Background: an optimization exercise with open tools, aiming at small area and a short achievable clock period. Do not read the settings as production practice.
At most, simulation tests tie the RTL to the original design; equivalence was not proved.
No functional check of the RTL was part of run 1.

==> design.v <==
module MAC #(parameter ABIT = 16, BBIT = 16, EBIT = 8)
(
	i_clk,
	i_a, i_b, i_loadVal,
	i_load, i_add, i_useMul,
	o_result
);
	input i_clk, i_load, i_add, i_useMul;
	input signed [15:0] i_a;
	input signed [15:0] i_b;
	input signed [39:0] i_loadVal;
	output signed [39:0] o_result;
  reg [39:0] S;
  reg [31:0] C;   
  wire one1;
  wire two2;
  wire neg3;
  wire pp4;
  wire pp5;
  wire pp6;
  wire pp7;
  wire pp8;
  wire pp9;
  wire pp10;
  wire pp11;
  wire pp12;
  wire pp13;
  wire pp14;
  wire pp15;
  wire pp16;
  wire pp17;
  wire pp18;
  wire pp19;
  wire pp20;
  wire one21;
  wire two22;
  wire neg23;
  wire pp24;
  wire pp25;
  wire pp26;
  wire pp27;
  wire pp28;
  wire pp29;
  wire pp30;
  wire pp31;
  wire pp32;
  wire pp33;
  wire pp34;
  wire pp35;
  wire pp36;
  wire pp37;
  wire pp38;
  wire pp39;
  wire pp40;
  wire one41;
  wire two42;
  wire neg43;
  wire pp44;
  wire pp45;
  wire pp46;
  wire pp47;
  wire pp48;
  wire pp49;
  wire pp50;
  wire pp51;
  wire pp52;
  wire pp53;
  wire pp54;
  wire pp55;
  wire pp56;
  wire pp57;
  wire pp58;
  wire pp59;
  wire pp60;
  wire one61;
  wire two62;
  wire neg63;
  wire pp64;
  wire pp65;
  wire pp66;
  wire pp67;
  wire pp68;
  wire pp69;
  wire pp70;
  wire pp71;
  wire pp72;
  wire pp73;
  wire pp74;
  wire pp75;
  wire pp76;
  wire pp77;
  wire pp78;
  wire pp79;
  wire pp80;
  wire one81;
  wire two82;
  wire neg83;
  wire pp84;
  wire pp85;
  wire pp86;
  wire pp87;
  wire pp88;
  wire pp89;
  wire pp90;
  wire pp91;
  wire pp92;
  wire pp93;
  wire pp94;
  wire pp95;
  wire pp96;
  wire pp97;
  wire pp98;
  wire pp99;
  wire pp100;
  wire one101;
  wire two102;
  wire neg103;
  wire pp104;
  wire pp105;
  wire pp106;
  wire pp107;
  wire pp108;
  wire pp109;
  wire pp110;
  wire pp111;
  wire pp112;
  wire pp113;
  wire pp114;
  wire pp115;
  wire pp116;
  wire pp117;
  wire pp118;
  wire pp119;
  wire pp120;
  wire one121;
  wire two122;
  wire neg123;
  wire pp124;
  wire pp125;
  wire pp126;
  wire pp127;
  wire pp128;
  wire pp129;
  wire pp130;
  wire pp131;
  wire pp132;
  wire pp133;
  wire pp134;
  wire pp135;
  wire pp136;
  wire pp137;
  wire pp138;
  wire pp139;
  wire pp140;
  wire one141;
  wire two142;
  wire neg143;
  wire pp144;
  wire pp145;
  wire pp146;
  wire pp147;
  wire pp148;
  wire pp149;
  wire pp150;
  wire pp151;
  wire pp152;
  wire pp153;
  wire pp154;
  wire pp155;
  wire pp156;
  wire pp157;
  wire pp158;
  wire pp159;
  wire pp160;
  wire base161;
  wire base162;
  wire base163;
  wire base164;
  wire base165;
  wire base166;
  wire base167;
  wire base168;
  wire base169;
  wire base170;
  wire base171;
  wire base172;
  wire base173;
  wire base174;
  wire base175;
  wire base176;
  wire base177;
  wire base178;
  wire base179;
  wire base180;
  wire base181;
  wire base182;
  wire base183;
  wire base184;
  wire base185;
  wire base186;
  wire base187;
  wire base188;
  wire base189;
  wire base190;
  wire base191;
  wire base192;
  wire base193;
  wire base194;
  wire base195;
  wire base196;
  wire base197;
  wire base198;
  wire base199;
  wire base200;
  wire [7:0] btop201;
  wire n202;
  wire n203;
  wire n204;
  wire n205;
  wire n206;
  wire n207;
  wire n208;
  wire n209;
  wire n210;
  wire n211;
  wire n212;
  wire n213;
  wire n214;
  wire n215;
  wire n216;
  wire n217;
  wire n218;
  wire n219;
  wire n220;
  wire n221;
  wire n222;
  wire n223;
  wire n224;
  wire n225;
  wire n226;
  wire n227;
  wire n228;
  wire n229;
  wire n230;
  wire n231;
  wire n232;
  wire n233;
  wire n234;
  wire n235;
  wire n236;
  wire n237;
  wire n238;
  wire n239;
  wire n240;
  wire n241;
  wire n242;
  wire n243;
  wire n244;
  wire n245;
  wire n246;
  wire n247;
  wire n248;
  wire n249;
  wire n250;
  wire n251;
  wire n252;
  wire n253;
  wire n254;
  wire n255;
  wire n256;
  wire n257;
  wire n258;
  wire n259;
  wire n260;
  wire n261;
  wire n262;
  wire n263;
  wire n264;
  wire n265;
  wire n266;
  wire n267;
  wire n268;
  wire n269;
  wire n270;
  wire n271;
  wire n272;
  wire n273;
  wire n274;
  wire n275;
  wire n276;
  wire n277;
  wire n278;
  wire n279;
  wire n280;
  wire n281;
  wire n282;
  wire n283;
  wire n284;
  wire n285;
  wire n286;
  wire n287;
  wire n288;
  wire n289;
  wire n290;
  wire n291;
  wire n292;
  wire n293;
  wire n294;
  wire n295;
  wire n296;
  wire n297;
  wire n298;
  wire n299;
  wire n300;
  wire n301;
  wire n302;
  wire n303;
  wire n304;
  wire n305;
  wire n306;
  wire n307;
  wire n308;
  wire n309;
  wire n310;
  wire n311;
  wire n312;
  wire n313;
  wire n314;
  wire n315;
  wire n316;
  wire n317;
  wire n318;
  wire n319;
  wire n320;
  wire n321;
  wire n322;
  wire n323;
  wire n324;
  wire n325;
  wire n326;
  wire n327;
  wire n328;
  wire n329;
  wire n330;
  wire n331;
  wire n332;
  wire n333;
  wire n334;
  wire n335;
  wire n336;
  wire n337;
  wire n338;
  wire n339;
  wire n340;
  wire n341;
  wire n342;
  wire n343;
  wire n344;
  wire n345;
  wire n346;
  wire n347;
  wire n348;
  wire n349;
  wire n350;
  wire n351;
  wire n352;
  wire n353;
  wire n354;
  wire n355;
  wire n356;
  wire n357;
  wire n358;
  wire n359;
  wire n360;
  wire n361;
  wire n362;
  wire n363;
  wire n364;
  wire n365;
  wire n366;
  wire n367;
  wire n368;
  wire n369;
  wire n370;
  wire n371;
  wire n372;
  wire n373;
  wire n374;
  wire n375;
  wire n376;
  wire n377;
  wire n378;
  wire n379;
  wire n380;
  wire n381;
  wire n382;
  wire n383;
  wire n384;
  wire n385;
  wire n386;
  wire n387;
  wire n388;
  wire n389;
  wire n390;
  wire n391;
  wire n392;
  wire n393;
  wire n394;
  wire n395;
  wire n396;
  wire n397;
  wire n398;
  wire n399;
  wire n400;
  wire n401;
  wire n402;
  wire n403;
  wire n404;
  wire n405;
  wire n406;
  wire n407;
  wire n408;
  wire n409;
  wire n410;
  wire n411;
  wire n412;
  wire n413;
  wire n414;
  wire n415;
  wire n416;
  wire n417;
  wire n418;
  wire n419;
  wire n420;
  wire n421;
  wire n422;
  wire n423;
  wire n424;
  wire n425;
  wire n426;
  wire n427;
  wire n428;
  wire n429;
  wire n430;
  wire n431;
  wire n432;
  wire n433;
  wire n434;
  wire n435;
  wire n436;
  wire n437;
  wire n438;
  wire n439;
  wire n440;
  wire n441;
  wire n442;
  wire n443;
  wire n444;
  wire n445;
  wire n446;
  wire n447;
  wire n448;
  wire n449;
  wire n450;
  wire n451;
  wire n452;
  wire n453;
  wire n454;
  wire n455;
  wire n456;
  wire n457;
  wire n458;
  wire n459;
  wire n460;
  wire n461;
  wire n462;
  wire n463;
  wire n464;
  wire n465;
  wire n466;
  wire n467;
  wire n468;
  wire n469;
  wire n470;
  wire n471;
  wire n472;
  wire n473;
  wire n474;
  wire n475;
  wire n476;
  wire n477;
  wire n478;
  wire n479;
  wire n480;
  wire n481;
  wire n482;
  wire n483;
  wire n484;
  wire n485;
  wire n486;
  wire n487;
  wire n488;
  wire n489;
  assign one1 = i_useMul & i_b[0];
  assign two2 = i_useMul & i_b[1] & ~i_b[0];
  assign neg3 = i_b[1] ^ ~i_add;
  assign pp4 = (one1 & i_a[0]) ^ neg3;
  assign pp5 = ((one1 & i_a[1]) | (two2 & i_a[0])) ^ neg3;
  assign pp6 = ((one1 & i_a[2]) | (two2 & i_a[1])) ^ neg3;
  assign pp7 = ((one1 & i_a[3]) | (two2 & i_a[2])) ^ neg3;
  assign pp8 = ((one1 & i_a[4]) | (two2 & i_a[3])) ^ neg3;
  assign pp9 = ((one1 & i_a[5]) | (two2 & i_a[4])) ^ neg3;
  assign pp10 = ((one1 & i_a[6]) | (two2 & i_a[5])) ^ neg3;
  assign pp11 = ((one1 & i_a[7]) | (two2 & i_a[6])) ^ neg3;
  assign pp12 = ((one1 & i_a[8]) | (two2 & i_a[7])) ^ neg3;
  assign pp13 = ((one1 & i_a[9]) | (two2 & i_a[8])) ^ neg3;
  assign pp14 = ((one1 & i_a[10]) | (two2 & i_a[9])) ^ neg3;
  assign pp15 = ((one1 & i_a[11]) | (two2 & i_a[10])) ^ neg3;
  assign pp16 = ((one1 & i_a[12]) | (two2 & i_a[11])) ^ neg3;
  assign pp17 = ((one1 & i_a[13]) | (two2 & i_a[12])) ^ neg3;
  assign pp18 = ((one1 & i_a[14]) | (two2 & i_a[13])) ^ neg3;
  assign pp19 = ((one1 & i_a[15]) | (two2 & i_a[14])) ^ neg3;
  assign pp20 = ~(((one1 & i_a[15]) | (two2 & i_a[15])) ^ neg3);
  assign one21 = i_useMul & (i_b[2] ^ i_b[1]);
  assign two22 = i_useMul & ((i_b[3] & ~i_b[2] & ~i_b[1]) | (~i_b[3] & i_b[2] & i_b[1]));
  assign neg23 = i_b[3] ^ ~i_add;
  assign pp24 = (one21 & i_a[0]) ^ neg23;
  assign pp25 = ((one21 & i_a[1]) | (two22 & i_a[0])) ^ neg23;
  assign pp26 = ((one21 & i_a[2]) | (two22 & i_a[1])) ^ neg23;
  assign pp27 = ((one21 & i_a[3]) | (two22 & i_a[2])) ^ neg23;
  assign pp28 = ((one21 & i_a[4]) | (two22 & i_a[3])) ^ neg23;
  assign pp29 = ((one21 & i_a[5]) | (two22 & i_a[4])) ^ neg23;
  assign pp30 = ((one21 & i_a[6]) | (two22 & i_a[5])) ^ neg23;
  assign pp31 = ((one21 & i_a[7]) | (two22 & i_a[6])) ^ neg23;
  assign pp32 = ((one21 & i_a[8]) | (two22 & i_a[7])) ^ neg23;
  assign pp33 = ((one21 & i_a[9]) | (two22 & i_a[8])) ^ neg23;
  assign pp34 = ((one21 & i_a[10]) | (two22 & i_a[9])) ^ neg23;
  assign pp35 = ((one21 & i_a[11]) | (two22 & i_a[10])) ^ neg23;
  assign pp36 = ((one21 & i_a[12]) | (two22 & i_a[11])) ^ neg23;
  assign pp37 = ((one21 & i_a[13]) | (two22 & i_a[12])) ^ neg23;
  assign pp38 = ((one21 & i_a[14]) | (two22 & i_a[13])) ^ neg23;
  assign pp39 = ((one21 & i_a[15]) | (two22 & i_a[14])) ^ neg23;
  assign pp40 = ~(((one21 & i_a[15]) | (two22 & i_a[15])) ^ neg23);
  assign one41 = i_useMul & (i_b[4] ^ i_b[3]);
  assign two42 = i_useMul & ((i_b[5] & ~i_b[4] & ~i_b[3]) | (~i_b[5] & i_b[4] & i_b[3]));
  assign neg43 = i_b[5] ^ ~i_add;
  assign pp44 = (one41 & i_a[0]) ^ neg43;
  assign pp45 = ((one41 & i_a[1]) | (two42 & i_a[0])) ^ neg43;
  assign pp46 = ((one41 & i_a[2]) | (two42 & i_a[1])) ^ neg43;
  assign pp47 = ((one41 & i_a[3]) | (two42 & i_a[2])) ^ neg43;
  assign pp48 = ((one41 & i_a[4]) | (two42 & i_a[3])) ^ neg43;
  assign pp49 = ((one41 & i_a[5]) | (two42 & i_a[4])) ^ neg43;
  assign pp50 = ((one41 & i_a[6]) | (two42 & i_a[5])) ^ neg43;
  assign pp51 = ((one41 & i_a[7]) | (two42 & i_a[6])) ^ neg43;
  assign pp52 = ((one41 & i_a[8]) | (two42 & i_a[7])) ^ neg43;
  assign pp53 = ((one41 & i_a[9]) | (two42 & i_a[8])) ^ neg43;
  assign pp54 = ((one41 & i_a[10]) | (two42 & i_a[9])) ^ neg43;
  assign pp55 = ((one41 & i_a[11]) | (two42 & i_a[10])) ^ neg43;
  assign pp56 = ((one41 & i_a[12]) | (two42 & i_a[11])) ^ neg43;
  assign pp57 = ((one41 & i_a[13]) | (two42 & i_a[12])) ^ neg43;
  assign pp58 = ((one41 & i_a[14]) | (two42 & i_a[13])) ^ neg43;
  assign pp59 = ((one41 & i_a[15]) | (two42 & i_a[14])) ^ neg43;
  assign pp60 = ~(((one41 & i_a[15]) | (two42 & i_a[15])) ^ neg43);
  assign one61 = i_useMul & (i_b[6] ^ i_b[5]);
  assign two62 = i_useMul & ((i_b[7] & ~i_b[6] & ~i_b[5]) | (~i_b[7] & i_b[6] & i_b[5]));
  assign neg63 = i_b[7] ^ ~i_add;
  assign pp64 = (one61 & i_a[0]) ^ neg63;
  assign pp65 = ((one61 & i_a[1]) | (two62 & i_a[0])) ^ neg63;
  assign pp66 = ((one61 & i_a[2]) | (two62 & i_a[1])) ^ neg63;
  assign pp67 = ((one61 & i_a[3]) | (two62 & i_a[2])) ^ neg63;
  assign pp68 = ((one61 & i_a[4]) | (two62 & i_a[3])) ^ neg63;
  assign pp69 = ((one61 & i_a[5]) | (two62 & i_a[4])) ^ neg63;
  assign pp70 = ((one61 & i_a[6]) | (two62 & i_a[5])) ^ neg63;
  assign pp71 = ((one61 & i_a[7]) | (two62 & i_a[6])) ^ neg63;
  assign pp72 = ((one61 & i_a[8]) | (two62 & i_a[7])) ^ neg63;
  assign pp73 = ((one61 & i_a[9]) | (two62 & i_a[8])) ^ neg63;
  assign pp74 = ((one61 & i_a[10]) | (two62 & i_a[9])) ^ neg63;
  assign pp75 = ((one61 & i_a[11]) | (two62 & i_a[10])) ^ neg63;
  assign pp76 = ((one61 & i_a[12]) | (two62 & i_a[11])) ^ neg63;
  assign pp77 = ((one61 & i_a[13]) | (two62 & i_a[12])) ^ neg63;
  assign pp78 = ((one61 & i_a[14]) | (two62 & i_a[13])) ^ neg63;
  assign pp79 = ((one61 & i_a[15]) | (two62 & i_a[14])) ^ neg63;
  assign pp80 = ~(((one61 & i_a[15]) | (two62 & i_a[15])) ^ neg63);
  assign one81 = i_useMul & (i_b[8] ^ i_b[7]);
  assign two82 = i_useMul & ((i_b[9] & ~i_b[8] & ~i_b[7]) | (~i_b[9] & i_b[8] & i_b[7]));
  assign neg83 = i_b[9] ^ ~i_add;
  assign pp84 = (one81 & i_a[0]) ^ neg83;
  assign pp85 = ((one81 & i_a[1]) | (two82 & i_a[0])) ^ neg83;
  assign pp86 = ((one81 & i_a[2]) | (two82 & i_a[1])) ^ neg83;
  assign pp87 = ((one81 & i_a[3]) | (two82 & i_a[2])) ^ neg83;
  assign pp88 = ((one81 & i_a[4]) | (two82 & i_a[3])) ^ neg83;
  assign pp89 = ((one81 & i_a[5]) | (two82 & i_a[4])) ^ neg83;
  assign pp90 = ((one81 & i_a[6]) | (two82 & i_a[5])) ^ neg83;
  assign pp91 = ((one81 & i_a[7]) | (two82 & i_a[6])) ^ neg83;
  assign pp92 = ((one81 & i_a[8]) | (two82 & i_a[7])) ^ neg83;
  assign pp93 = ((one81 & i_a[9]) | (two82 & i_a[8])) ^ neg83;
  assign pp94 = ((one81 & i_a[10]) | (two82 & i_a[9])) ^ neg83;
  assign pp95 = ((one81 & i_a[11]) | (two82 & i_a[10])) ^ neg83;
  assign pp96 = ((one81 & i_a[12]) | (two82 & i_a[11])) ^ neg83;
  assign pp97 = ((one81 & i_a[13]) | (two82 & i_a[12])) ^ neg83;
  assign pp98 = ((one81 & i_a[14]) | (two82 & i_a[13])) ^ neg83;
  assign pp99 = ((one81 & i_a[15]) | (two82 & i_a[14])) ^ neg83;
  assign pp100 = ~(((one81 & i_a[15]) | (two82 & i_a[15])) ^ neg83);
  assign one101 = i_useMul & (i_b[10] ^ i_b[9]);
  assign two102 = i_useMul & ((i_b[11] & ~i_b[10] & ~i_b[9]) | (~i_b[11] & i_b[10] & i_b[9]));
  assign neg103 = i_b[11] ^ ~i_add;
  assign pp104 = (one101 & i_a[0]) ^ neg103;
  assign pp105 = ((one101 & i_a[1]) | (two102 & i_a[0])) ^ neg103;
  assign pp106 = ((one101 & i_a[2]) | (two102 & i_a[1])) ^ neg103;
  assign pp107 = ((one101 & i_a[3]) | (two102 & i_a[2])) ^ neg103;
  assign pp108 = ((one101 & i_a[4]) | (two102 & i_a[3])) ^ neg103;
  assign pp109 = ((one101 & i_a[5]) | (two102 & i_a[4])) ^ neg103;
  assign pp110 = ((one101 & i_a[6]) | (two102 & i_a[5])) ^ neg103;
  assign pp111 = ((one101 & i_a[7]) | (two102 & i_a[6])) ^ neg103;
  assign pp112 = ((one101 & i_a[8]) | (two102 & i_a[7])) ^ neg103;
  assign pp113 = ((one101 & i_a[9]) | (two102 & i_a[8])) ^ neg103;
  assign pp114 = ((one101 & i_a[10]) | (two102 & i_a[9])) ^ neg103;
  assign pp115 = ((one101 & i_a[11]) | (two102 & i_a[10])) ^ neg103;
  assign pp116 = ((one101 & i_a[12]) | (two102 & i_a[11])) ^ neg103;
  assign pp117 = ((one101 & i_a[13]) | (two102 & i_a[12])) ^ neg103;
  assign pp118 = ((one101 & i_a[14]) | (two102 & i_a[13])) ^ neg103;
  assign pp119 = ((one101 & i_a[15]) | (two102 & i_a[14])) ^ neg103;
  assign pp120 = ~(((one101 & i_a[15]) | (two102 & i_a[15])) ^ neg103);
  assign one121 = i_useMul & (i_b[12] ^ i_b[11]);
  assign two122 = i_useMul & ((i_b[13] & ~i_b[12] & ~i_b[11]) | (~i_b[13] & i_b[12] & i_b[11]));
  assign neg123 = i_b[13] ^ ~i_add;
  assign pp124 = (one121 & i_a[0]) ^ neg123;
  assign pp125 = ((one121 & i_a[1]) | (two122 & i_a[0])) ^ neg123;
  assign pp126 = ((one121 & i_a[2]) | (two122 & i_a[1])) ^ neg123;
  assign pp127 = ((one121 & i_a[3]) | (two122 & i_a[2])) ^ neg123;
  assign pp128 = ((one121 & i_a[4]) | (two122 & i_a[3])) ^ neg123;
  assign pp129 = ((one121 & i_a[5]) | (two122 & i_a[4])) ^ neg123;
  assign pp130 = ((one121 & i_a[6]) | (two122 & i_a[5])) ^ neg123;
  assign pp131 = ((one121 & i_a[7]) | (two122 & i_a[6])) ^ neg123;
  assign pp132 = ((one121 & i_a[8]) | (two122 & i_a[7])) ^ neg123;
  assign pp133 = ((one121 & i_a[9]) | (two122 & i_a[8])) ^ neg123;
  assign pp134 = ((one121 & i_a[10]) | (two122 & i_a[9])) ^ neg123;
  assign pp135 = ((one121 & i_a[11]) | (two122 & i_a[10])) ^ neg123;
  assign pp136 = ((one121 & i_a[12]) | (two122 & i_a[11])) ^ neg123;
  assign pp137 = ((one121 & i_a[13]) | (two122 & i_a[12])) ^ neg123;
  assign pp138 = ((one121 & i_a[14]) | (two122 & i_a[13])) ^ neg123;
  assign pp139 = ((one121 & i_a[15]) | (two122 & i_a[14])) ^ neg123;
  assign pp140 = ~(((one121 & i_a[15]) | (two122 & i_a[15])) ^ neg123);
  assign one141 = i_useMul & (i_b[14] ^ i_b[13]);
  assign two142 = i_useMul & ((i_b[15] & ~i_b[14] & ~i_b[13]) | (~i_b[15] & i_b[14] & i_b[13]));
  assign neg143 = i_b[15] ^ ~i_add;
  assign pp144 = (one141 & i_a[0]) ^ neg143;
  assign pp145 = ((one141 & i_a[1]) | (two142 & i_a[0])) ^ neg143;
  assign pp146 = ((one141 & i_a[2]) | (two142 & i_a[1])) ^ neg143;
  assign pp147 = ((one141 & i_a[3]) | (two142 & i_a[2])) ^ neg143;
  assign pp148 = ((one141 & i_a[4]) | (two142 & i_a[3])) ^ neg143;
  assign pp149 = ((one141 & i_a[5]) | (two142 & i_a[4])) ^ neg143;
  assign pp150 = ((one141 & i_a[6]) | (two142 & i_a[5])) ^ neg143;
  assign pp151 = ((one141 & i_a[7]) | (two142 & i_a[6])) ^ neg143;
  assign pp152 = ((one141 & i_a[8]) | (two142 & i_a[7])) ^ neg143;
  assign pp153 = ((one141 & i_a[9]) | (two142 & i_a[8])) ^ neg143;
  assign pp154 = ((one141 & i_a[10]) | (two142 & i_a[9])) ^ neg143;
  assign pp155 = ((one141 & i_a[11]) | (two142 & i_a[10])) ^ neg143;
  assign pp156 = ((one141 & i_a[12]) | (two142 & i_a[11])) ^ neg143;
  assign pp157 = ((one141 & i_a[13]) | (two142 & i_a[12])) ^ neg143;
  assign pp158 = ((one141 & i_a[14]) | (two142 & i_a[13])) ^ neg143;
  assign pp159 = ((one141 & i_a[15]) | (two142 & i_a[14])) ^ neg143;
  assign pp160 = ~(((one141 & i_a[15]) | (two142 & i_a[15])) ^ neg143);
  assign base161 = i_load ? i_loadVal[0] : o_result[0];
  assign base162 = i_load ? i_loadVal[1] : o_result[1];
  assign base163 = i_load ? i_loadVal[2] : o_result[2];
  assign base164 = i_load ? i_loadVal[3] : o_result[3];
  assign base165 = i_load ? i_loadVal[4] : o_result[4];
  assign base166 = i_load ? i_loadVal[5] : o_result[5];
  assign base167 = i_load ? i_loadVal[6] : o_result[6];
  assign base168 = i_load ? i_loadVal[7] : o_result[7];
  assign base169 = i_load ? i_loadVal[8] : o_result[8];
  assign base170 = i_load ? i_loadVal[9] : o_result[9];
  assign base171 = i_load ? i_loadVal[10] : o_result[10];
  assign base172 = i_load ? i_loadVal[11] : o_result[11];
  assign base173 = i_load ? i_loadVal[12] : o_result[12];
  assign base174 = i_load ? i_loadVal[13] : o_result[13];
  assign base175 = i_load ? i_loadVal[14] : o_result[14];
  assign base176 = i_load ? i_loadVal[15] : o_result[15];
  assign base177 = i_load ? i_loadVal[16] : o_result[16];
  assign base178 = i_load ? i_loadVal[17] : o_result[17];
  assign base179 = i_load ? i_loadVal[18] : o_result[18];
  assign base180 = i_load ? i_loadVal[19] : o_result[19];
  assign base181 = i_load ? i_loadVal[20] : o_result[20];
  assign base182 = i_load ? i_loadVal[21] : o_result[21];
  assign base183 = i_load ? i_loadVal[22] : o_result[22];
  assign base184 = i_load ? i_loadVal[23] : o_result[23];
  assign base185 = i_load ? i_loadVal[24] : o_result[24];
  assign base186 = i_load ? i_loadVal[25] : o_result[25];
  assign base187 = i_load ? i_loadVal[26] : o_result[26];
  assign base188 = i_load ? i_loadVal[27] : o_result[27];
  assign base189 = i_load ? i_loadVal[28] : o_result[28];
  assign base190 = i_load ? i_loadVal[29] : o_result[29];
  assign base191 = i_load ? i_loadVal[30] : o_result[30];
  assign base192 = i_load ? i_loadVal[31] : o_result[31];
  assign base193 = i_load ? i_loadVal[32] : o_result[32];
  assign base194 = i_load ? i_loadVal[33] : o_result[33];
  assign base195 = i_load ? i_loadVal[34] : o_result[34];
  assign base196 = i_load ? i_loadVal[35] : o_result[35];
  assign base197 = i_load ? i_loadVal[36] : o_result[36];
  assign base198 = i_load ? i_loadVal[37] : o_result[37];
  assign base199 = i_load ? i_loadVal[38] : o_result[38];
  assign base200 = i_load ? i_loadVal[39] : o_result[39];
  assign btop201 = {base200, base199, base198, base197, base196, base195, base194, base193} + 8'd255;
  assign n202 = base161 ^ neg3;
  assign n203 = base161 & neg3;
  assign n204 = base162 ^ n203;
  assign n205 = base162 & n203;
  assign n206 = base163 ^ neg23 ^ pp6;
  assign n207 = (base163 & neg23) | (base163 & pp6) | (neg23 & pp6);
  assign n208 = pp24 ^ n205;
  assign n209 = pp24 & n205;
  assign n210 = base164 ^ pp7 ^ pp25;
  assign n211 = (base164 & pp7) | (base164 & pp25) | (pp7 & pp25);
  assign n212 = n209 ^ n207;
  assign n213 = n209 & n207;
  assign n214 = base165 ^ neg43 ^ pp8;
  assign n215 = (base165 & neg43) | (base165 & pp8) | (neg43 & pp8);
  assign n216 = pp26 ^ pp44 ^ n211;
  assign n217 = (pp26 & pp44) | (pp26 & n211) | (pp44 & n211);
  assign n218 = n214 ^ n213;
  assign n219 = n214 & n213;
  assign n220 = base166 ^ pp9 ^ pp27;
  assign n221 = (base166 & pp9) | (base166 & pp27) | (pp9 & pp27);
  assign n222 = pp45 ^ n215 ^ n220;
  assign n223 = (pp45 & n215) | (pp45 & n220) | (n215 & n220);
  assign n224 = n217 ^ n219;
  assign n225 = n217 & n219;
  assign n226 = base167 ^ neg63 ^ pp10;
  assign n227 = (base167 & neg63) | (base167 & pp10) | (neg63 & pp10);
  assign n228 = pp28 ^ pp46 ^ pp64;
  assign n229 = (pp28 & pp46) | (pp28 & pp64) | (pp46 & pp64);
  assign n230 = n221 ^ n226 ^ n228;
  assign n231 = (n221 & n226) | (n221 & n228) | (n226 & n228);
  assign n232 = n223 ^ n230;
  assign n233 = n223 & n230;
  assign n234 = base168 ^ pp11 ^ pp29;
  assign n235 = (base168 & pp11) | (base168 & pp29) | (pp11 & pp29);
  assign n236 = pp47 ^ pp65 ^ n227;
  assign n237 = (pp47 & pp65) | (pp47 & n227) | (pp65 & n227);
  assign n238 = n229 ^ n234 ^ n236;
  assign n239 = (n229 & n234) | (n229 & n236) | (n234 & n236);
  assign n240 = n231 ^ n233;
  assign n241 = n231 & n233;
  assign n242 = base169 ^ neg83 ^ pp12;
  assign n243 = (base169 & neg83) | (base169 & pp12) | (neg83 & pp12);
  assign n244 = pp30 ^ pp48 ^ pp66;
  assign n245 = (pp30 & pp48) | (pp30 & pp66) | (pp48 & pp66);
  assign n246 = pp84 ^ n235 ^ n242;
  assign n247 = (pp84 & n235) | (pp84 & n242) | (n235 & n242);
  assign n248 = n244 ^ n237 ^ n246;
  assign n249 = (n244 & n237) | (n244 & n246) | (n237 & n246);
  assign n250 = n239 ^ n241;
  assign n251 = n239 & n241;
  assign n252 = base170 ^ pp13 ^ pp31;
  assign n253 = (base170 & pp13) | (base170 & pp31) | (pp13 & pp31);
  assign n254 = pp49 ^ pp67 ^ pp85;
  assign n255 = (pp49 & pp67) | (pp49 & pp85) | (pp67 & pp85);
  assign n256 = n243 ^ n245 ^ n252;
  assign n257 = (n243 & n245) | (n243 & n252) | (n245 & n252);
  assign n258 = n254 ^ n247 ^ n256;
  assign n259 = (n254 & n247) | (n254 & n256) | (n247 & n256);
  assign n260 = n249 ^ n258;
  assign n261 = n249 & n258;
  assign n262 = base171 ^ neg103 ^ pp14;
  assign n263 = (base171 & neg103) | (base171 & pp14) | (neg103 & pp14);
  assign n264 = pp32 ^ pp50 ^ pp68;
  assign n265 = (pp32 & pp50) | (pp32 & pp68) | (pp50 & pp68);
  assign n266 = pp86 ^ pp104 ^ n253;
  assign n267 = (pp86 & pp104) | (pp86 & n253) | (pp104 & n253);
  assign n268 = n255 ^ n262 ^ n264;
  assign n269 = (n255 & n262) | (n255 & n264) | (n262 & n264);
  assign n270 = n266 ^ n257 ^ n268;
  assign n271 = (n266 & n257) | (n266 & n268) | (n257 & n268);
  assign n272 = n259 ^ n270;
  assign n273 = n259 & n270;
  assign n274 = base172 ^ pp15 ^ pp33;
  assign n275 = (base172 & pp15) | (base172 & pp33) | (pp15 & pp33);
  assign n276 = pp51 ^ pp69 ^ pp87;
  assign n277 = (pp51 & pp69) | (pp51 & pp87) | (pp69 & pp87);
  assign n278 = pp105 ^ n263 ^ n265;
  assign n279 = (pp105 & n263) | (pp105 & n265) | (n263 & n265);
  assign n280 = n274 ^ n276 ^ n267;
  assign n281 = (n274 & n276) | (n274 & n267) | (n276 & n267);
  assign n282 = n278 ^ n269 ^ n280;
  assign n283 = (n278 & n269) | (n278 & n280) | (n269 & n280);
  assign n284 = n271 ^ n273;
  assign n285 = n271 & n273;
  assign n286 = base173 ^ neg123 ^ pp16;
  assign n287 = (base173 & neg123) | (base173 & pp16) | (neg123 & pp16);
  assign n288 = pp34 ^ pp52 ^ pp70;
  assign n289 = (pp34 & pp52) | (pp34 & pp70) | (pp52 & pp70);
  assign n290 = pp88 ^ pp106 ^ pp124;
  assign n291 = (pp88 & pp106) | (pp88 & pp124) | (pp106 & pp124);
  assign n292 = n275 ^ n277 ^ n286;
  assign n293 = (n275 & n277) | (n275 & n286) | (n277 & n286);
  assign n294 = n288 ^ n290 ^ n279;
  assign n295 = (n288 & n290) | (n288 & n279) | (n290 & n279);
  assign n296 = n292 ^ n281 ^ n294;
  assign n297 = (n292 & n281) | (n292 & n294) | (n281 & n294);
  assign n298 = n283 ^ n296;
  assign n299 = n283 & n296;
  assign n300 = base174 ^ pp17 ^ pp35;
  assign n301 = (base174 & pp17) | (base174 & pp35) | (pp17 & pp35);
  assign n302 = pp53 ^ pp71 ^ pp89;
  assign n303 = (pp53 & pp71) | (pp53 & pp89) | (pp71 & pp89);
  assign n304 = pp107 ^ pp125 ^ n287;
  assign n305 = (pp107 & pp125) | (pp107 & n287) | (pp125 & n287);
  assign n306 = n289 ^ n291 ^ n300;
  assign n307 = (n289 & n291) | (n289 & n300) | (n291 & n300);
  assign n308 = n302 ^ n304 ^ n293;
  assign n309 = (n302 & n304) | (n302 & n293) | (n304 & n293);
  assign n310 = n306 ^ n295 ^ n308;
  assign n311 = (n306 & n295) | (n306 & n308) | (n295 & n308);
  assign n312 = n297 ^ n310;
  assign n313 = n297 & n310;
  assign n314 = base175 ^ neg143 ^ pp18;
  assign n315 = (base175 & neg143) | (base175 & pp18) | (neg143 & pp18);
  assign n316 = pp36 ^ pp54 ^ pp72;
  assign n317 = (pp36 & pp54) | (pp36 & pp72) | (pp54 & pp72);
  assign n318 = pp90 ^ pp108 ^ pp126;
  assign n319 = (pp90 & pp108) | (pp90 & pp126) | (pp108 & pp126);
  assign n320 = pp144 ^ n301 ^ n303;
  assign n321 = (pp144 & n301) | (pp144 & n303) | (n301 & n303);
  assign n322 = n314 ^ n316 ^ n318;
  assign n323 = (n314 & n316) | (n314 & n318) | (n316 & n318);
  assign n324 = n305 ^ n320 ^ n307;
  assign n325 = (n305 & n320) | (n305 & n307) | (n320 & n307);
  assign n326 = n322 ^ n309 ^ n324;
  assign n327 = (n322 & n309) | (n322 & n324) | (n309 & n324);
  assign n328 = n311 ^ n326;
  assign n329 = n311 & n326;
  assign n330 = base176 ^ pp19 ^ pp37;
  assign n331 = (base176 & pp19) | (base176 & pp37) | (pp19 & pp37);
  assign n332 = pp55 ^ pp73 ^ pp91;
  assign n333 = (pp55 & pp73) | (pp55 & pp91) | (pp73 & pp91);
  assign n334 = pp109 ^ pp127 ^ pp145;
  assign n335 = (pp109 & pp127) | (pp109 & pp145) | (pp127 & pp145);
  assign n336 = n315 ^ n317 ^ n319;
  assign n337 = (n315 & n317) | (n315 & n319) | (n317 & n319);
  assign n338 = n330 ^ n332 ^ n334;
  assign n339 = (n330 & n332) | (n330 & n334) | (n332 & n334);
  assign n340 = n321 ^ n336 ^ n323;
  assign n341 = (n321 & n336) | (n321 & n323) | (n336 & n323);
  assign n342 = n338 ^ n325 ^ n340;
  assign n343 = (n338 & n325) | (n338 & n340) | (n325 & n340);
  assign n344 = n327 ^ n342;
  assign n345 = n327 & n342;
  assign n346 = ~(base177 ^ pp20);
  assign n347 = base177 | pp20;
  assign n348 = pp38 ^ pp56 ^ pp74;
  assign n349 = (pp38 & pp56) | (pp38 & pp74) | (pp56 & pp74);
  assign n350 = pp92 ^ pp110 ^ pp128;
  assign n351 = (pp92 & pp110) | (pp92 & pp128) | (pp110 & pp128);
  assign n352 = pp146 ^ n346 ^ n331;
  assign n353 = (pp146 & n346) | (pp146 & n331) | (n346 & n331);
  assign n354 = n333 ^ n335 ^ n348;
  assign n355 = (n333 & n335) | (n333 & n348) | (n335 & n348);
  assign n356 = n350 ^ n337 ^ n352;
  assign n357 = (n350 & n337) | (n350 & n352) | (n337 & n352);
  assign n358 = n339 ^ n354 ^ n341;
  assign n359 = (n339 & n354) | (n339 & n341) | (n354 & n341);
  assign n360 = n356 ^ n343 ^ n358;
  assign n361 = (n356 & n343) | (n356 & n358) | (n343 & n358);
  assign n362 = ~(base178 ^ pp39);
  assign n363 = base178 | pp39;
  assign n364 = pp57 ^ pp75 ^ pp93;
  assign n365 = (pp57 & pp75) | (pp57 & pp93) | (pp75 & pp93);
  assign n366 = pp111 ^ pp129 ^ pp147;
  assign n367 = (pp111 & pp129) | (pp111 & pp147) | (pp129 & pp147);
  assign n368 = n347 ^ n362 ^ n349;
  assign n369 = (n347 & n362) | (n347 & n349) | (n362 & n349);
  assign n370 = n351 ^ n364 ^ n366;
  assign n371 = (n351 & n364) | (n351 & n366) | (n364 & n366);
  assign n372 = n353 ^ n368 ^ n355;
  assign n373 = (n353 & n368) | (n353 & n355) | (n368 & n355);
  assign n374 = n370 ^ n357 ^ n372;
  assign n375 = (n370 & n357) | (n370 & n372) | (n357 & n372);
  assign n376 = n359 ^ n374;
  assign n377 = n359 & n374;
  assign n378 = base179 ^ pp40 ^ pp58;
  assign n379 = (base179 & pp40) | (base179 & pp58) | (pp40 & pp58);
  assign n380 = pp76 ^ pp94 ^ pp112;
  assign n381 = (pp76 & pp94) | (pp76 & pp112) | (pp94 & pp112);
  assign n382 = pp130 ^ pp148 ^ n363;
  assign n383 = (pp130 & pp148) | (pp130 & n363) | (pp148 & n363);
  assign n384 = n365 ^ n367 ^ n378;
  assign n385 = (n365 & n367) | (n365 & n378) | (n367 & n378);
  assign n386 = n380 ^ n382 ^ n369;
  assign n387 = (n380 & n382) | (n380 & n369) | (n382 & n369);
  assign n388 = n371 ^ n384 ^ n386;
  assign n389 = (n371 & n384) | (n371 & n386) | (n384 & n386);
  assign n390 = n373 ^ n388 ^ n375;
  assign n391 = (n373 & n388) | (n373 & n375) | (n388 & n375);
  assign n392 = ~(base180 ^ pp59);
  assign n393 = base180 | pp59;
  assign n394 = pp77 ^ pp95 ^ pp113;
  assign n395 = (pp77 & pp95) | (pp77 & pp113) | (pp95 & pp113);
  assign n396 = pp131 ^ pp149 ^ n392;
  assign n397 = (pp131 & pp149) | (pp131 & n392) | (pp149 & n392);
  assign n398 = n379 ^ n381 ^ n394;
  assign n399 = (n379 & n381) | (n379 & n394) | (n381 & n394);
  assign n400 = n383 ^ n396 ^ n385;
  assign n401 = (n383 & n396) | (n383 & n385) | (n396 & n385);
  assign n402 = n398 ^ n387 ^ n400;
  assign n403 = (n398 & n387) | (n398 & n400) | (n387 & n400);
  assign n404 = n389 ^ n402;
  assign n405 = n389 & n402;
  assign n406 = base181 ^ pp60 ^ pp78;
  assign n407 = (base181 & pp60) | (base181 & pp78) | (pp60 & pp78);
  assign n408 = pp96 ^ pp114 ^ pp132;
  assign n409 = (pp96 & pp114) | (pp96 & pp132) | (pp114 & pp132);
  assign n410 = pp150 ^ n393 ^ n395;
  assign n411 = (pp150 & n393) | (pp150 & n395) | (n393 & n395);
  assign n412 = n406 ^ n408 ^ n397;
  assign n413 = (n406 & n408) | (n406 & n397) | (n408 & n397);
  assign n414 = n410 ^ n399 ^ n412;
  assign n415 = (n410 & n399) | (n410 & n412) | (n399 & n412);
  assign n416 = n401 ^ n414 ^ n403;
  assign n417 = (n401 & n414) | (n401 & n403) | (n414 & n403);
  assign n418 = ~(base182 ^ pp79);
  assign n419 = base182 | pp79;
  assign n420 = pp97 ^ pp115 ^ pp133;
  assign n421 = (pp97 & pp115) | (pp97 & pp133) | (pp115 & pp133);
  assign n422 = pp151 ^ n418 ^ n407;
  assign n423 = (pp151 & n418) | (pp151 & n407) | (n418 & n407);
  assign n424 = n409 ^ n420 ^ n411;
  assign n425 = (n409 & n420) | (n409 & n411) | (n420 & n411);
  assign n426 = n422 ^ n413 ^ n424;
  assign n427 = (n422 & n413) | (n422 & n424) | (n413 & n424);
  assign n428 = n415 ^ n426;
  assign n429 = n415 & n426;
  assign n430 = base183 ^ pp80 ^ pp98;
  assign n431 = (base183 & pp80) | (base183 & pp98) | (pp80 & pp98);
  assign n432 = pp116 ^ pp134 ^ pp152;
  assign n433 = (pp116 & pp134) | (pp116 & pp152) | (pp134 & pp152);
  assign n434 = n419 ^ n421 ^ n430;
  assign n435 = (n419 & n421) | (n419 & n430) | (n421 & n430);
  assign n436 = n432 ^ n423 ^ n434;
  assign n437 = (n432 & n423) | (n432 & n434) | (n423 & n434);
  assign n438 = n425 ^ n436 ^ n427;
  assign n439 = (n425 & n436) | (n425 & n427) | (n436 & n427);
  assign n440 = ~(base184 ^ pp99);
  assign n441 = base184 | pp99;
  assign n442 = pp117 ^ pp135 ^ pp153;
  assign n443 = (pp117 & pp135) | (pp117 & pp153) | (pp135 & pp153);
  assign n444 = n440 ^ n431 ^ n433;
  assign n445 = (n440 & n431) | (n440 & n433) | (n431 & n433);
  assign n446 = n442 ^ n444 ^ n435;
  assign n447 = (n442 & n444) | (n442 & n435) | (n444 & n435);
  assign n448 = n437 ^ n446;
  assign n449 = n437 & n446;
  assign n450 = base185 ^ pp100 ^ pp118;
  assign n451 = (base185 & pp100) | (base185 & pp118) | (pp100 & pp118);
  assign n452 = pp136 ^ pp154 ^ n441;
  assign n453 = (pp136 & pp154) | (pp136 & n441) | (pp154 & n441);
  assign n454 = n443 ^ n450 ^ n452;
  assign n455 = (n443 & n450) | (n443 & n452) | (n450 & n452);
  assign n456 = n445 ^ n454 ^ n447;
  assign n457 = (n445 & n454) | (n445 & n447) | (n454 & n447);
  assign n458 = ~(base186 ^ pp119);
  assign n459 = base186 | pp119;
  assign n460 = pp137 ^ pp155 ^ n458;
  assign n461 = (pp137 & pp155) | (pp137 & n458) | (pp155 & n458);
  assign n462 = n451 ^ n453 ^ n460;
  assign n463 = (n451 & n453) | (n451 & n460) | (n453 & n460);
  assign n464 = n455 ^ n462;
  assign n465 = n455 & n462;
  assign n466 = base187 ^ pp120 ^ pp138;
  assign n467 = (base187 & pp120) | (base187 & pp138) | (pp120 & pp138);
  assign n468 = pp156 ^ n459 ^ n466;
  assign n469 = (pp156 & n459) | (pp156 & n466) | (n459 & n466);
  assign n470 = n461 ^ n468 ^ n463;
  assign n471 = (n461 & n468) | (n461 & n463) | (n468 & n463);
  assign n472 = ~(base188 ^ pp139);
  assign n473 = base188 | pp139;
  assign n474 = pp157 ^ n472 ^ n467;
  assign n475 = (pp157 & n472) | (pp157 & n467) | (n472 & n467);
  assign n476 = n474 ^ n469;
  assign n477 = n474 & n469;
  assign n478 = base189 ^ pp140 ^ pp158;
  assign n479 = (base189 & pp140) | (base189 & pp158) | (pp140 & pp158);
  assign n480 = n473 ^ n478 ^ n475;
  assign n481 = (n473 & n478) | (n473 & n475) | (n478 & n475);
  assign n482 = ~(base190 ^ pp159);
  assign n483 = base190 | pp159;
  assign n484 = n482 ^ n479;
  assign n485 = n482 & n479;
  assign n486 = base191 ^ pp160 ^ n483;
  assign n487 = (base191 & pp160) | (base191 & n483) | (pp160 & n483);
  assign n488 = ~(base192 ^ n487);
  assign n489 = base192 | n487;
  assign o_result = S + {1'b0, 1'b0, 1'b0, 1'b0, 1'b0, 1'b0, 1'b0, C[31], 1'b0, C[30], C[29], C[28], C[27], C[26], C[25], C[24], C[23], C[22], C[21], C[20], C[19], C[18], C[17], C[16], C[15], C[14], C[13], C[12], C[11], C[10], C[9], C[8], C[7], C[6], C[5], C[4], C[3], C[2], C[1], C[0]};
  always @(posedge i_clk) begin
    S <= {btop201[7], btop201[6], btop201[5], btop201[4], btop201[3], btop201[2], btop201[1], btop201[0], n488, n485, n484, n477, n476, n465, n464, n449, n448, n429, n428, n405, n391, n377, n361, n345, n329, n313, n299, n285, n282, n261, n251, n248, n238, n225, n222, n216, n210, n208, pp5, n202};
    C <= {n489, n486, n481, n480, n471, n470, n457, n456, n439, n438, n417, n416, n404, n390, n376, n360, n344, n328, n312, n298, n284, n272, n260, n250, n240, n232, n224, n218, n212, n206, n204, pp4};
  end
endmodule
==> flow/run.sh <==
#!/bin/bash
set -euo pipefail
export BUFFER_PORTS_ARGS="-buffer_cell sky130_fd_sc_hd__buf_2"
bash standard.sh > standard.log 2>&1
==> standard.sh <==
#!/bin/bash
# synth_recipe.tcl (not shown) runs the flow's synth.tcl, then flattens the netlist and writes it again
# the make line also repeats each setting of config.mk as NAME=value (left out here)
make -C /OpenROAD-flow-scripts/flow DESIGN_CONFIG=/design/flow/config.mk WORK_HOME=/design/flow/orfs CLKGATE_MAP_FILE= SYNTH_SCRIPT=/design/flow/synth_recipe.tcl "${@:-finish}"
==> config.mk <==
export PLATFORM = sky130hd
export DESIGN_NAME = MAC
export DESIGN_NICKNAME = MAC
export VERILOG_FILES = /design/flow/design.v
export SDC_FILE = /design/flow/constraint.sdc
export NUM_CORES = 4
export LEC_CHECK = 0
export CAP_MARGIN = 20
export CORE_MARGIN = 2
export CORE_UTILIZATION = 60
export SLEW_MARGIN = 20
==> constraint.sdc <==
create_clock -name core_clock -period 12.0 [get_ports {i_clk}]
set_input_delay 2.4000 -clock core_clock [delete_from_list [all_inputs] [get_ports {i_clk}]]
set_output_delay 2.4000 -clock core_clock [all_outputs]
set_load 0.01 [all_outputs]
==> results_dict.tcl, run 1 <==
set metrics [dict create \
    worstPathMaxFanout 24 \
    grt_remaining_overflow 0 \
    hold_ws_ns 0.6982 \
    arrival_ns 6.75 \
    synthToLayoutAreaGrowth_pct 8.469 \
    layout_common_cells "134 x inv_1, 120 x a22oi_1, 115 x buf_2, 113 x fa_1, 106 x xnor2_1" \
    finalHoldViolations 0 \
    regArea_um2 1441 \
    grt_max_degree 48 \
    tritoncts "done" \
    netlist.area_leader.share 0.2213 \
    max_stage_delay_ns 0.86 \
    multi_input_area_um2 7936 \
    synth_ff_type "dfxtp_1" \
    routedWlPerCell_um 19.53 \
    pre_cts_ws_ns 5.127 \
    finalCriticalPeriod_ns 6.527 \
    setup_viol 0 \
    synthTopCellsByArea "fa_1 22%, dfxtp_1 14%, xnor2_1 9.4%" \
    post-dp-hpwl_um 21220 \
    drt-pass1-iter-count 6 \
    layout-drive-gt1-share 0.1526 \
    antenna_found_initial 0 \
    cts_max_level 3 \
    yosysSeqAreaShare 0.1410 \
    die_x_um 134.5 \
    hold_buffers 0 \
    via_per_inst 5.863 \
    crit_type "in -> reg" \
    clkSinkCount 72 \
    slew_violations 0 \
    pin_count 116 \
    crit_path_end_kind "flip-flop" \
    syn_nets 1400 \
    synth_warnings 1 \
    netlist_instances 1146 \
    vias 8243 \
    clock-root-buffer "clkbuf_16" \
    synth_top_area_cell "fa_1" \
    fin_area_um2 11090 \
    gp_congestion 0.9395 \
    grt_pass1_wl_um 43830 \
    status "finished clean" \
    crit_required_ns 12.22 \
    grt_use_total 0.3155 \
    holdPathStages 3 \
    finalClockSkew_ns 0.01155 \
    drc 0 \
    ys_seq_elements 72 \
    placedInstanceArea_um2 10770 \
    clk_latency_ns 0.35 \
    ys_types 58 \
    diodes 0 \
    worstMarginPinSlew_ns 0.9340 \
    relSlewSlack 0.3729 \
    final_cells 1406 \
    synth.avg_cell_area_um2 8.921 \
    cts_buffer_depth 2 \
    fmax_mhz 153.2 \
    dp.cells 1390 \
    die_area_um2 18100 \
    synth_edf_count 0 \
    core-area_um2 16640 \
    post_cts_buffers 0 \
    setup_tns_ns 0 \
    worst_hold_path_type "reg -> reg" \
    reg2reg_depth 17 \
    layout_commonest_cell "inv_1" \
    rsz0062_at_grt "false" \
    period_share 0.5439 \
    cts_buffers 9 \
    crit_chain "buf_2, xnor2_1, inv_1, xnor2_1, fa_1, inv_1, fa_1, inv_1, fa_1, fa_1, inv_1, fa_1" \
    cpMostUsedCell "fa_1" \
    syn_area_um2 10220 \
    drt-initial-drc-count 694 \
    slowest_stage "xnor2_1" \
    rows 47 \
    fin_ws_ns 5.473 \
    critPathLaunchType "input port" \
    start_util 0.6143 \
    num-fill-cells 1478 \
    clk_pin_slew_ns 0.06 \
    grt_pass1_vias 7934 \
    synthArstFlopShare 0 \
    maxCapViolations 0 \
    nets 1435 \
    routed_wl_um 27470 \
    die_y_um 134.5 \
    port_buffers 115 \
    ant_nets 0 \
    postCtsResizedCells 0 \
]
==> per-stage QoR <==
stage | utilization
3_5_place_dp | 0.6471
3_3_place_gp | 0.6471
6_report | 0.6663
4_1_cts | 0.6663
2_1_floorplan | -
5_1_grt | 0.6663
==> cells by family after synthesis <==
logic type | share of synthesized area
compound gates | 0.1800
buf+inv | 0.08567
xor+xnor | 0.1636
fa+ha+maj | 0.3008
simple gates | 0.07221
flops | 0.1410
mux | 0.05666
==> per-layer routing <==
metal / up-vias / global-route usage / wire [um]
met3: 44 / 0.04617 / 1930
li1: 3895 / - / -
met2: 342 / 0.4734 / 12020
met5: - / 0 / 0
met4: 0 / 0.08538 / 546
met1: 3962 / 0.4773 / 12960
==> flip-flops by register name (all words and copies together) (netlist names) <==
register and count:
S 40, C 32
==> synth_stat cells (10+ instances only) <==
| cell type | count |
|---|---|
| clkbuf_1 | 77 |
| xor2_1 | 81 |
| xnor2_1 | 110 |
| ha_1 | 65 |
| mux2i_1 | 26 |
| a21oi_1 | 38 |
| a21o_1 | 11 |
| nor2_1 | 34 |
| o21ai_0 | 45 |
| buf_1 | 11 |
| nand2_1 | 59 |
| and2_1 | 17 |
| a22oi_1 | 120 |
| inv_1 | 134 |
| mux2_2 | 27 |
| nand4_1 | 10 |
| dfxtp_1 | 72 |
| fa_1 | 113 |
==> final timing paths <==
path,slack (ns),from,endpoint
setup reg to reg,6.69,C[0],C[22]
hold reg to reg,0.70,S[39],S[39]
hold / removal,0.70,S[39],S[39]
setup / recovery,5.47,i_add,C[16]
==> cell type report <==
class	instances	area share
Timing Repair Buffer	120	0.05529
Inverter	134	0.04536
Sequential cell	72	0.1300
Clock buffer	9	0.02031
Tap cell	220	0.02482
Clock inverter	7	0.008575
Multi-Input combinational cell	844	0.7157
==> critical path, delay by kind of cell <==
family	cells	cell delay [ns]
adders and majority gates	5	2.07
xor gates and xnor gates	2	1.15
buffers and inverters	5	1.11
==> run 2: changes to the inputs <==
--- a/design.v
+++ b/design.v
@@ -13,3 +13,3 @@
   reg [39:0] S;
-  reg [31:0] C;   
+  reg [27:0] C;   
   wire one1;
@@ -704,14 +704,14 @@
   assign btop201 = {base200, base199, base198, base197, base196, base195, base194, base193} + 8'd255;
-  assign n202 = base161 ^ neg3;
-  assign n203 = base161 & neg3;
-  assign n204 = base162 ^ n203;
-  assign n205 = base162 & n203;
+  assign n202 = base161 ^ neg3 ^ pp4;
+  assign n203 = (base161 & neg3) | (base161 & pp4) | (neg3 & pp4);
+  assign n204 = base162 ^ pp5 ^ n203;
+  assign n205 = (base162 & pp5) | (base162 & n203) | (pp5 & n203);
   assign n206 = base163 ^ neg23 ^ pp6;
   assign n207 = (base163 & neg23) | (base163 & pp6) | (neg23 & pp6);
-  assign n208 = pp24 ^ n205;
-  assign n209 = pp24 & n205;
+  assign n208 = pp24 ^ n206 ^ n205;
+  assign n209 = (pp24 & n206) | (pp24 & n205) | (n206 & n205);
   assign n210 = base164 ^ pp7 ^ pp25;
   assign n211 = (base164 & pp7) | (base164 & pp25) | (pp7 & pp25);
-  assign n212 = n209 ^ n207;
-  assign n213 = n209 & n207;
+  assign n212 = n207 ^ n210 ^ n209;
+  assign n213 = (n207 & n210) | (n207 & n209) | (n210 & n209);
   assign n214 = base165 ^ neg43 ^ pp8;
@@ -720,4 +720,4 @@
   assign n217 = (pp26 & pp44) | (pp26 & n211) | (pp44 & n211);
-  assign n218 = n214 ^ n213;
-  assign n219 = n214 & n213;
+  assign n218 = n214 ^ n216;
+  assign n219 = n214 & n216;
   assign n220 = base166 ^ pp9 ^ pp27;
@@ -726,4 +726,4 @@
   assign n223 = (pp45 & n215) | (pp45 & n220) | (n215 & n220);
-  assign n224 = n217 ^ n219;
-  assign n225 = n217 & n219;
+  assign n224 = n217 ^ n222;
+  assign n225 = n217 & n222;
   assign n226 = base167 ^ neg63 ^ pp10;
@@ -992,6 +992,6 @@
   assign n489 = base192 | n487;
-  assign o_result = S + {1'b0, 1'b0, 1'b0, 1'b0, 1'b0, 1'b0, 1'b0, C[31], 1'b0, C[30], C[29], C[28], C[27], C[26], C[25], C[24], C[23], C[22], C[21], C[20], C[19], C[18], C[17], C[16], C[15], C[14], C[13], C[12], C[11], C[10], C[9], C[8], C[7], C[6], C[5], C[4], C[3], C[2], C[1], C[0]};
+  assign o_result = S + {1'b0, 1'b0, 1'b0, 1'b0, 1'b0, 1'b0, 1'b0, C[27], 1'b0, C[26], C[25], C[24], C[23], C[22], C[21], C[20], C[19], C[18], C[17], C[16], C[15], C[14], C[13], C[12], C[11], C[10], C[9], C[8], C[7], C[6], C[5], C[4], C[3], C[2], C[1], C[0], 1'b0, 1'b0, 1'b0, 1'b0};
   always @(posedge i_clk) begin
-    S <= {btop201[7], btop201[6], btop201[5], btop201[4], btop201[3], btop201[2], btop201[1], btop201[0], n488, n485, n484, n477, n476, n465, n464, n449, n448, n429, n428, n405, n391, n377, n361, n345, n329, n313, n299, n285, n282, n261, n251, n248, n238, n225, n222, n216, n210, n208, pp5, n202};
-    C <= {n489, n486, n481, n480, n471, n470, n457, n456, n439, n438, n417, n416, n404, n390, n376, n360, n344, n328, n312, n298, n284, n272, n260, n250, n240, n232, n224, n218, n212, n206, n204, pp4};
+    S <= {btop201[7], btop201[6], btop201[5], btop201[4], btop201[3], btop201[2], btop201[1], btop201[0], n488, n485, n484, n477, n476, n465, n464, n449, n448, n429, n428, n405, n391, n377, n361, n345, n329, n313, n299, n285, n282, n261, n251, n248, n238, n225, n219, n218, n212, n208, n204, n202};
+    C <= {n489, n486, n481, n480, n471, n470, n457, n456, n439, n438, n417, n416, n404, n390, n376, n360, n344, n328, n312, n298, n284, n272, n260, n250, n240, n232, n224, n213};
   end
==> flow/run.sh (replaced) <==
#!/bin/bash
set -euo pipefail
export BUFFER_PORTS_ARGS="-buffer_cell sky130_fd_sc_hd__buf_2"
export SETUP_SLACK_MARGIN=6.5
bash standard.sh > standard.log 2>&1
==> run 2 against run 1 <==
Via count rose by 7.8%. Worst setup slack improved by 1.1 ns. Clock skew barely moved. Cell area rose by 11%. Final cell count rose by 6.3%. Register-to-register slack improved by 0.56 ns. Non-clock buffer count rose by 77. Highest routed layer unchanged.
==> results_dict.tcl, run 2 <==
set metrics [dict create \
    clk_latency_ns 0.35 \
    crit_path_end_kind "flip-flop" \
    netlist_instances 1162 \
    ys_seq_elements 68 \
    routedWlPerCell_um 19.73 \
    routed_wl_um 29500 \
    drt-initial-drc-count 729 \
    start_util 0.6150 \
    period_share 0.4538 \
    worst_hold_path_type "reg -> reg" \
    synthSimpleGateAreaFrac 0.08924 \
    die_x_um 134.6 \
    drt-pass1-iter-count 6 \
    synth-xor-area-share 0.1606 \
    yosysSeqAreaShare 0.1330 \
    clkSinkCount 68 \
    largest-register "S" \
    placedInstanceArea_um2 10870 \
    setup_viol 0 \
    rsz0062_at_grt "true" \
    layout-drive-gt1-share 0.2682 \
    synth_most_common_cell "inv_1" \
    synth_edf_count 0 \
    layout_commonest_cell "inv_1" \
    syn_area_um2 10230 \
    antenna_found_initial 0 \
    nets 1519 \
    synth-compound-area-share 0.1780 \
    clock-root-buffer "clkbuf_16" \
    fin_area_um2 12290 \
    pin_count 116 \
    finalHoldViolations 0 \
    arrival_ns 5.66 \
    synth.avg_cell_area_um2 8.808 \
    port_buffers 115 \
    grt_pass1_wl_um 45180 \
    crit_required_ns 12.21 \
    hold_buffers 0 \
    ys_types 68 \
    synthArstFlopShare 0 \
    gp_congestion 0.8781 \
    slew_violations 0 \
    muxShareOfSynthArea 0.04560 \
    clk_pin_slew_ns 0.06 \
    reg_top3 "S (40), C (28)" \
    synth_top_family_by_area "adder cells" \
    max_stage_delay_ns 0.56 \
    yosys.area_share.adder 0.2966 \
    worstMarginPinSlew_ns 0.5736 \
    cts_buffer_depth 2 \
    rows 47 \
    grt_max_degree 38 \
    synth_warnings 1 \
    finalCriticalPeriod_ns 5.445 \
    synthTopCellsByArea "fa_1 23%, dfxtp_1 13%, xnor2_1 9.2%" \
    tritoncts "done" \
    vias 8889 \
    fmax_mhz 183.6 \
    post-dp-hpwl_um 20390 \
    setup_tns_ns 0 \
    synth_commonest_cells "142 x inv_1, 121 x a22oi_1, 116 x fa_1" \
    die_y_um 134.6 \
    core-area_um2 16640 \
    layout_common_cells "134 x inv_1, 105 x buf_2, 103 x a22oi_1, 101 x fa_1, 96 x xnor2_1" \
    crit_type "in -> reg" \
    grt_remaining_overflow 0 \
    synth_ff_type "dfxtp_1" \
    hold_ws_ns 0.6103 \
    status "finished clean" \
    relSlewSlack 0.6135 \
    worstPathMaxFanout 6 \
    slowest_stage "fa_2" \
    finalClockSkew_ns 0.01124 \
    synthToLayoutAreaGrowth_pct 20.06 \
    ant_nets 0 \
    cts_buffers 9 \
    maxCapViolations 0 \
    netlist.area_leader.share 0.2269 \
    cpMostUsedCell "fa_2" \
    syn_nets 1411 \
    grt_pass1_vias 8432 \
    die_area_um2 18120 \
    drc 0 \
    critPathLaunchType "input port" \
    synth_top_area_cell "fa_1" \
    cp_top_family "adder cells" \
    cts_max_level 3 \
    grt_use_total 0.3227 \
    via_per_inst 5.946 \
    crit_chain "clkbuf_4, nor2_2, nand2_1, o21ai_2, and2_4, a22oi_2, xnor2_2, fa_2, inv_1, fa_2, inv_2, fa_2, fa_2, inv_2, fa_1" \
    critPathBufInv 4 \
    largest_register_ffs 40 \
    diodes 0 \
]
[run 2: path summary, 6_finish.rpt]
| path | startpoint | endpoint | slack (ns) | cells after the start |
|---|---|---|---|---|
| setup / recovery | i_b[11] | C[12] | 6.55 | 15 |
| hold / removal | S[0] | S[0] | 0.61 | 2 |
| setup reg to reg | C[0] | C[12] | 7.25 | 16 |
| hold reg to reg | S[0] | S[0] | 0.61 | 2 |
[run 2: stage by stage]
step | utilization | setup slack (ns) | cells
6_report | 0.7384 | 6.555 | 1495
5_1_grt | 0.7384 | 6.428 | 1495
4_1_cts | 0.6966 | 6.482 | 1443
3_5_place_dp | 0.6532 | 5.465 | 1396
3_3_place_gp | 0.6532 | 5.483 | 1396
2_1_floorplan | - | 6.304 | 1162
[run 2: area by class of cell]
class | instances | area, um2
clock inverter | 7 | 91.34
multi-input combinational | 852 | 8328
fill | 1298 | 4354
inverter | 142 | 548.0
tap | 220 | 275.3
timing repair buffer | 197 | 1459
sequential | 68 | 1361
clock buffer | 9 | 225.2
[run 2: timing repair]
action | 4_1_cts | 5_1_grt
setup endpoints to repair | 35 | 24
buffers inserted | 30 | 46
pin swaps | 8 | 13
cloned | 1 | 6
gates resized for setup | 42 | 56
[run 2: metal layers]
metal,routed length [um],global-route usage
met1,12650,0.4578
met2,13190,0.5028
met3,2506,0.05743
met4,1146,0.1064
met5,0,0
[run 2: cell families (layout without fill, tap and decap cells)]
group / Yosys count / after routing
compound gates: 261 / 261
buf+inv: 246 / 355
flops: 68 / 68
simple gates: 184 / 188
xor+xnor: 186 / 186
fa+ha+maj: 173 / 173
mux: 44 / 44
[run 2: tightest hold or removal path, cell delays in order (launching register included)]
cell	delay, ns
dfxtp_1	0.32
mux2i_1	0.11
xor2_1	0.14

-- afterwards: timing with drivers on the ports --
The flow's constraints put no driver on any port. The routed layouts listed below were extracted and timed again, unchanged, in two steps. Step 1 sets driving cells, clkbuf_16 on the clock port and buf_2 on the other inputs (assumed; they add their load-dependent delay and slew). Step 2 moves the port delays by t, midway between the first and last clock arrival at a register: inputs arrive t later, outputs are due t later. That takes back most of the time a late clock gives input paths. Slacks: no drivers / after step 1 / after step 2; pairs: no drivers / after step 1.
run | t (ns) | setup WS [ns] | worst data-port slew with drivers (ns)
run 1 | 0.390 | 5.473 / 5.502 / 5.112 | 0.04
run 2 | 0.389 | 6.555 / 6.578 / 6.189 | 0.06
After both steps setup and hold are still met in every run listed. The setup slack of run 2, which loses most, moves by +0.023 ns with the drivers and by -0.366 ns with both steps.
